From an optimization exercise on the open Yosys and OpenROAD flow, aimed at small area; shortcuts taken in it are not production practice. RTL that was checked went through simulation tests only; none was proved equivalent to the original.

onyx:
==> flow/design.v <==
`timescale 1ns / 1ps
module display(
	input [3:0] number,
	output reg [6:0] seg
	);
	always @* begin
		case(number)
			0: seg = 7'b1000000;
			1: seg = 7'b1111001;
			2: seg = 7'b0100100;
			3: seg = 7'b0110000;
			4: seg = 7'b0011001;
			5: seg = 7'b0010010;
			6: seg = 7'b0000010;
			7: seg = 7'b1111000;
			8: seg = 7'b0000000;
			9: seg = 7'b0010000;
			default: seg = 7'b1111111;  
		endcase
	end
endmodule
`timescale 1ns / 1ps
module gamelogic(
	input clk,
	input rst,
	input clk_2hz,
	input tick_move,
	input [1:0] direction,
	input [9:0] index,
	input [9:0] h_counter,
	output reg sc_th,
	output reg [3:0] sc_hu,
	output reg [3:0] sc_te,
	output reg [3:0] sc_un,
	output reg is_snake,
	output is_food
	);
	reg [9:0] head;
	reg [4:0] hrow, hcol;
	reg [9:0] food;
	reg [4:0] rng1;
	wire [4:0] rng2 = {rng1[3] ^ rng1[4], rng1[2] ^ rng1[3], rng1[1] ^ rng1[2], rng1[0] ^ rng1[1], rng1[0] ^ rng1[2] ^ rng1[4]};
	reg lost;
	reg game_over;
	assign is_food = (food == index);
	wire wall = (direction == 2'd0 && hcol == 5'd0) || (direction == 2'd1 && hcol == 5'd29) ||
	            (direction == 2'd2 && hrow == 5'd0) || (direction == 2'd3 && hrow == 5'd29);
	reg [9:0] nh;
	always @* begin
		case (direction)
			2'd0: nh = head - 10'd1;
			2'd1: nh = head + 10'd1;
			2'd2: nh = head - 10'd30;
			default: nh = head + 10'd30;
		endcase
	end
	wire [4:0] s_small = sc_te * 5'd10 + sc_un;
	wire in_small = ~sc_th && sc_hu == 4'd0 && sc_te <= 4'd2;
	wire wrapzone = sc_th && sc_hu == 4'd0 && sc_te == 4'd2;
	reg [4:0] k;
	always @* begin
		if (wrapzone)
			k = {1'b0, sc_un};
		else if (in_small && s_small < 5'd26)
			k = s_small + 5'd4;
		else
			k = 5'd30;
	end
	wire k2 = (k >= 5'd2);           
	wire [4:0] kx = k - 5'd1;        
	reg [9:0] ring [0:28];
	reg [4:0] jin;                   
	reg init;                        
	reg pend;                        
	reg strm;                        
	reg [9:0] xhead;                 
	wire [9:0] port_a = ring[28];
	wire [9:0] port_b = ring[13];
	wire [4:0] jb = (jin > 5'd14) ? jin - 5'd14 : jin + 5'd15;
	wire window = (h_counter >= 10'd704) || (h_counter < 10'd176);
	wire active = pend & (strm | (window & (jin == 5'd1)));
	wire last = (jin == kx);
	reg [9:0] port_out;
	always @* begin
		if (init)
			port_out = {{8{jin >= 5'd4}}, jin == 5'd2, jin == 5'd1};
		else if (active)
			port_out = xhead;
		else
			port_out = port_a;
	end
	integer i;
	always @(posedge clk) begin
		for (i = 1; i < 29; i = i + 1)
			ring[i] <= ring[i - 1];
		ring[0] <= port_out;
	end
	wire move = tick_move & ~lost & ~wall;
	always @(posedge clk) begin
		if (rst) begin
			jin <= 5'd1;
			init <= 1;
			pend <= 0;
			strm <= 0;
		end
		else begin
			jin <= (jin == 5'd29) ? 5'd1 : jin + 5'd1;
			if (jin == 5'd29)
				init <= 0;
			if (move & k2)
				pend <= 1;
			else if (active & last)
				pend <= 0;
			strm <= active & ~last;
		end
		if (move)
			xhead <= head;
		else if (active)
			xhead <= port_a;
	end
	wire mask_a = k2 & (jin == kx);
	wire mask_b = k2 & (jb == kx);
	wire [9:0] target = index + 10'd1;
	wire ma = (port_a == target);
	wire mb = (port_b == target);
	reg acc_all, acc_keep, cur_all, cur_keep;
	always @(posedge clk) begin
		if (h_counter[3:0] == 4'd0) begin
			cur_all <= acc_all;
			cur_keep <= acc_keep;
			acc_all <= 0;
			acc_keep <= 0;
		end
		else begin
			acc_all <= acc_all | ma | mb;
			acc_keep <= acc_keep | (ma & ~mask_a) | (mb & ~mask_b);
		end
	end
	reg acc_sc, selfcol_next, selfcol;
	wire msc = (port_a == nh) & ~mask_a;
	always @(posedge clk) begin
		if (jin == 5'd29) begin
			selfcol_next <= acc_sc | msc;
			acc_sc <= 0;
		end
		else
			acc_sc <= acc_sc | msc;
	end
	wire hit0 = (index == head);
	wire hitx = (index == xhead);
	always @(posedge clk) begin
		is_snake <= (pend ? (cur_keep | hitx) : cur_all) | hit0;
		if (rst)
			game_over <= 0;
		else
			game_over <= hit0 & selfcol;
	end
	wire eat = ~clk_2hz & ~lost & (head == food);
	always @(posedge clk) begin
		if (rst) begin
			rng1 <= 5'd1;
			food <= 10'd88;
			head <= 10'd3;
			hrow <= 5'd0;
			hcol <= 5'd3;
			selfcol <= 0;
			lost <= 0;
			sc_th <= 0;
			sc_hu <= 0;
			sc_te <= 0;
			sc_un <= 0;
		end
		else begin
			rng1 <= {rng1[3:0], rng1[4] ^ rng1[2]};
			if (game_over | (clk_2hz & ~lost & wall))
				lost <= 1;
			if (move) begin
				head <= nh;
				selfcol <= selfcol_next;
				case (direction)
					2'd0: hcol <= hcol - 5'd1;
					2'd1: hcol <= hcol + 5'd1;
					2'd2: hrow <= hrow - 5'd1;
					default: hrow <= hrow + 5'd1;
				endcase
			end
			if (eat) begin
				food <= {rng1, rng2} % 10'd900;
				if (sc_th && sc_hu == 4'd0 && sc_te == 4'd2 && sc_un == 4'd3) begin
					sc_th <= 0; sc_te <= 0; sc_un <= 0;
				end
				else if (sc_un != 4'd9)
					sc_un <= sc_un + 4'd1;
				else begin
					sc_un <= 0;
					if (sc_te != 4'd9)
						sc_te <= sc_te + 4'd1;
					else begin
						sc_te <= 0;
						if (sc_hu != 4'd9)
							sc_hu <= sc_hu + 4'd1;
						else begin
							sc_hu <= 0;
							sc_th <= 1;
						end
					end
				end
			end
		end
	end
endmodule
`timescale 1ns / 1ps
module main(
	input clk,
	input rst,
	input btnu,
	input btnd,
	input btnl,
	input btnr,
	output [7:0] rgb,
	output hsync1,
	output vsync1,
	output reg [9:0] h_counter,
	output reg [9:0] v_counter,
	output reg [3:0] an,
	output [6:0] seg,
	output reg [1:0] direction
    );
	reg [13:0] count_2hz;
	reg clk_2hz;
	wire c2_low0 = ~|count_2hz[12:0];
	wire c2_wrap = count_2hz[13] & c2_low0;
	always @(posedge clk) begin
		if (rst) begin
			count_2hz <= 0;
			clk_2hz <= 0;
		end
		else begin
			count_2hz <= {count_2hz[12:0], count_2hz[13] ^ count_2hz[12] ^ count_2hz[11] ^ count_2hz[1] ^ c2_low0};
			if (c2_wrap)
				clk_2hz <= ~clk_2hz;
		end
	end
	wire tick_move = clk_2hz & ~count_2hz[13] & c2_low0;
	reg [13:0] count_fast;
	reg clk_fast;
	wire fast_wrap = (count_fast == 14'd10522);
	always @(posedge clk) begin
		if (rst) begin
			count_fast <= 0;
			clk_fast <= 0;
		end
		else if (fast_wrap) begin
			count_fast <= 0;
			clk_fast <= ~clk_fast;
		end
		else
			count_fast <= {count_fast[12:0], ~(count_fast[13] ^ count_fast[12] ^ count_fast[11] ^ count_fast[1])};
	end
	wire fast_rise = fast_wrap & ~clk_fast;
	always @(posedge clk) begin
		if (rst) begin
			h_counter <= 0;
			v_counter <= 0;
		end
		else if (h_counter < 10'd799)
			h_counter <= h_counter + 10'd1;
		else begin
			h_counter <= 0;
			if (v_counter < 10'd520)
				v_counter <= v_counter + 10'd1;
			else
				v_counter <= 0;
		end
	end
	assign hsync1 = ~(h_counter < 10'd96);
	assign vsync1 = ~(v_counter < 10'd2);
	reg in_display;
	reg is_border;
	reg [9:0] index_reg;
	reg [9:0] index_step;
	always @* begin
		if (h_counter != 10'd0)
			index_step = {9'd0, h_counter[3:0] == 4'd0};
		else if (v_counter == 10'd0)
			index_step = -10'd15;
		else if (v_counter[3:0] == 4'd3)
			index_step = -10'd19;
		else
			index_step = -10'd49;
	end
	always @(posedge clk) begin
		if (rst) begin
			in_display <= 0;
			is_border <= 0;
			index_reg <= 10'd935;
		end
		else begin
			in_display <= (h_counter > 10'd223) && (h_counter < 10'd705) && (v_counter > 10'd33) && (v_counter < 10'd515);
			is_border <= (h_counter[3:0] == 4'd0) | (v_counter[3:0] == 4'd3) | (v_counter == 10'd514);
			index_reg <= index_reg + index_step;
		end
	end
	wire is_snake;
	wire is_food;
	reg rgb_w, rgb_s, rgb_f;
	always @(posedge clk) begin
		if (rst | ~in_display) begin
			rgb_w <= 0; rgb_s <= 0; rgb_f <= 0;
		end
		else begin
			rgb_w <= is_border;
			rgb_s <= is_border | is_snake;
			rgb_f <= is_border | is_snake | is_food;
		end
	end
	assign rgb = {rgb_w, rgb_w, rgb_s, rgb_w, rgb_w, rgb_w, rgb_f, rgb_f};
	reg [1:0] next_direction;
	always @(posedge clk) begin
		if (rst) begin
			direction <= 2'd1;
			next_direction <= 2'd1;
		end
		else if (clk_2hz)
			direction <= next_direction;
		else if (btnr) begin
			if (direction != 2'd0)
				next_direction <= 2'd1;
		end
		else if (btnl) begin
			if (direction != 2'd1)
				next_direction <= 2'd0;
		end
		else if (btnu) begin
			if (direction != 2'd3)
				next_direction <= 2'd2;
		end
		else if (btnd) begin
			if (direction != 2'd2)
				next_direction <= 2'd3;
		end
	end
	wire sc_th;
	wire [3:0] sc_hu, sc_te, sc_un;
	gamelogic gamelogic(
		.clk(clk),
		.rst(rst),
		.clk_2hz(clk_2hz),
		.tick_move(tick_move),
		.direction(direction),
		.index(index_reg),
		.h_counter(h_counter),
		.sc_th(sc_th),
		.sc_hu(sc_hu),
		.sc_te(sc_te),
		.sc_un(sc_un),
		.is_snake(is_snake),
		.is_food(is_food)
	);
	wire [3:0] an_next = (&an) ? 4'b0111 : {an[0], an[3:1]};
	reg [3:0] digit;
	always @(posedge clk) begin
		if (rst) begin
			an <= 4'b1111;
			digit <= 4'hf;
		end
		else if (fast_rise) begin
			an <= an_next;
			digit <= ({4{~an_next[3]}} & {3'b0, sc_th})
			       | ({4{~an_next[2]}} & sc_hu)
			       | ({4{~an_next[1]}} & sc_te)
			       | ({4{~an_next[0]}} & sc_un);
		end
	end
	display segdisplay(
		.number(digit),
		.seg(seg)
	);
endmodule
clock: 12.0 ns
lec_check: 0
cap_margin: 20
core_margin: 2
core_utilization: 40
place_density: 0.6
slew_margin: 20
run.sh (not shown) runs the stock make flow with config.mk's settings and CLKGATE_MAP_FILE= SYNTH_SCRIPT=/design/flow/synth_recipe.tcl, a recipe that flattens the netlist after the stock synthesis.
onyx | status: complete | timing, DRC, antenna: pass
#### Input delta (cedar over onyx)
--- a/flow/design.v
+++ b/flow/design.v
@@ -35,14 +35,13 @@
 	output reg is_snake,
 	output is_food
 	);
 	reg [9:0] head;
 	reg [4:0] hrow, hcol;
 	reg [9:0] food;
-	reg [4:0] rng1;
-	wire [4:0] rng2 = {rng1[3] ^ rng1[4], rng1[2] ^ rng1[3], rng1[1] ^ rng1[2], rng1[0] ^ rng1[1], rng1[0] ^ rng1[2] ^ rng1[4]};
+	reg [4:0] rng1, rng2;
 	reg lost;
 	reg game_over;
 	assign is_food = (food == index);
 	wire wall = (direction == 2'd0 && hcol == 5'd0) || (direction == 2'd1 && hcol == 5'd29) ||
 	            (direction == 2'd2 && hrow == 5'd0) || (direction == 2'd3 && hrow == 5'd29);
 	reg [9:0] nh;
@@ -156,12 +155,13 @@
 			game_over <= hit0 & selfcol;
 	end
 	wire eat = ~clk_2hz & ~lost & (head == food);
 	always @(posedge clk) begin
 		if (rst) begin
 			rng1 <= 5'd1;
+			rng2 <= 5'd3;
 			food <= 10'd88;
 			head <= 10'd3;
 			hrow <= 5'd0;
 			hcol <= 5'd3;
 			selfcol <= 0;
 			lost <= 0;
@@ -169,12 +169,13 @@
 			sc_hu <= 0;
 			sc_te <= 0;
 			sc_un <= 0;
 		end
 		else begin
 			rng1 <= {rng1[3:0], rng1[4] ^ rng1[2]};
+			rng2 <= {rng2[3:0], rng2[4] ^ rng2[2]};
 			if (game_over | (clk_2hz & ~lost & wall))
 				lost <= 1;
 			if (move) begin
 				head <= nh;
 				selfcol <= selfcol_next;
 				case (direction)
@@ -225,40 +226,38 @@
 	output reg [3:0] an,
 	output [6:0] seg,
 	output reg [1:0] direction
     );
 	reg [13:0] count_2hz;
 	reg clk_2hz;
-	wire c2_low0 = ~|count_2hz[12:0];
-	wire c2_wrap = count_2hz[13] & c2_low0;
 	always @(posedge clk) begin
 		if (rst) begin
 			count_2hz <= 0;
 			clk_2hz <= 0;
 		end
 		else begin
-			count_2hz <= {count_2hz[12:0], count_2hz[13] ^ count_2hz[12] ^ count_2hz[11] ^ count_2hz[1] ^ c2_low0};
-			if (c2_wrap)
+			count_2hz <= count_2hz + 14'd1;
+			if (&count_2hz)
 				clk_2hz <= ~clk_2hz;
 		end
 	end
-	wire tick_move = clk_2hz & ~count_2hz[13] & c2_low0;
+	wire tick_move = clk_2hz & (count_2hz == 14'd0);
 	reg [13:0] count_fast;
 	reg clk_fast;
-	wire fast_wrap = (count_fast == 14'd10522);
+	wire fast_wrap = (count_fast == 14'd12499);
 	always @(posedge clk) begin
 		if (rst) begin
 			count_fast <= 0;
 			clk_fast <= 0;
 		end
 		else if (fast_wrap) begin
 			count_fast <= 0;
 			clk_fast <= ~clk_fast;
 		end
 		else
-			count_fast <= {count_fast[12:0], ~(count_fast[13] ^ count_fast[12] ^ count_fast[11] ^ count_fast[1])};
+			count_fast <= count_fast + 14'd1;
 	end
 	wire fast_rise = fast_wrap & ~clk_fast;
 	always @(posedge clk) begin
 		if (rst) begin
 			h_counter <= 0;
 			v_counter <= 0;
@@ -275,33 +274,25 @@
 	end
 	assign hsync1 = ~(h_counter < 10'd96);
 	assign vsync1 = ~(v_counter < 10'd2);
 	reg in_display;
 	reg is_border;
 	reg [9:0] index_reg;
-	reg [9:0] index_step;
-	always @* begin
-		if (h_counter != 10'd0)
-			index_step = {9'd0, h_counter[3:0] == 4'd0};
-		else if (v_counter == 10'd0)
-			index_step = -10'd15;
-		else if (v_counter[3:0] == 4'd3)
-			index_step = -10'd19;
-		else
-			index_step = -10'd49;
-	end
+	wire [13:0] hq = {4'b0, h_counter} - 14'd224;
+	wire [13:0] vq = {4'b0, v_counter} - 14'd35;
+	wire [9:0] index_calc = hq[13:4] + vq[13:4] * 10'd30;
 	always @(posedge clk) begin
 		if (rst) begin
 			in_display <= 0;
 			is_border <= 0;
-			index_reg <= 10'd935;
+			index_reg <= 0;
 		end
 		else begin
 			in_display <= (h_counter > 10'd223) && (h_counter < 10'd705) && (v_counter > 10'd33) && (v_counter < 10'd515);
 			is_border <= (h_counter[3:0] == 4'd0) | (v_counter[3:0] == 4'd3) | (v_counter == 10'd514);
-			index_reg <= index_reg + index_step;
+			index_reg <= index_calc;
 		end
 	end
 	wire is_snake;
 	wire is_food;
 	reg rgb_w, rgb_s, rgb_f;
 	always @(posedge clk) begin
==> summary.txt <==
Setup WNS onyx -> cedar: worse. [compare] base=onyx new=cedar: shortest clock period the worst path allows after layout grew by 0.33 ns, sequential standard cell area increased 1.1%, ratio of routed vias to standard cells grew by 2.5%, top achievable clock speed lost 5.9%. The path type of the worst setup path comes out reg -> out in one run and reg -> reg in the other, namely in onyx and cedar respectively. cedar against onyx; placer congestion estimate is up by a few percent.
For onyx, only the layout was checked, not whether the RTL still works.

==> what the ideal ports hide <==
The flow's constraints put no driver on any port. The routed layouts listed below were extracted and timed again, unchanged, in two steps. Step 1 (the two cells are an assumption about what drives the block):
set clk [get_ports {clk}]
set_driving_cell -lib_cell sky130_fd_sc_hd__clkbuf_16 $clk
set_driving_cell -lib_cell sky130_fd_sc_hd__buf_2 [delete_from_list [all_inputs] $clk]
Step 2 moves the port delays by t, midway between the first and last clock arrival at a register: inputs arrive t later, outputs are due t later. That takes back most of the time a late clock gives input paths. Slacks: no drivers / after step 1 / after step 2; pairs: no drivers / after step 1.
| run | t (ns) | setup WS [ns] | worst setup path after step 2 | clock arrival spread, ns | slew at the worst register clock pin (ns) |
|---|---|---|---|---|---|
| onyx | 0.613 | 6.855 / 6.805 / 7.418 | register to output | 0.024 / 0.024 | 0.06 / 0.06 |
| cedar | 0.635 | 6.529 / 6.529 / 6.529 | register to register | 0.039 / 0.040 | 0.06 / 0.06 |
After both steps every run listed still meets setup and hold.
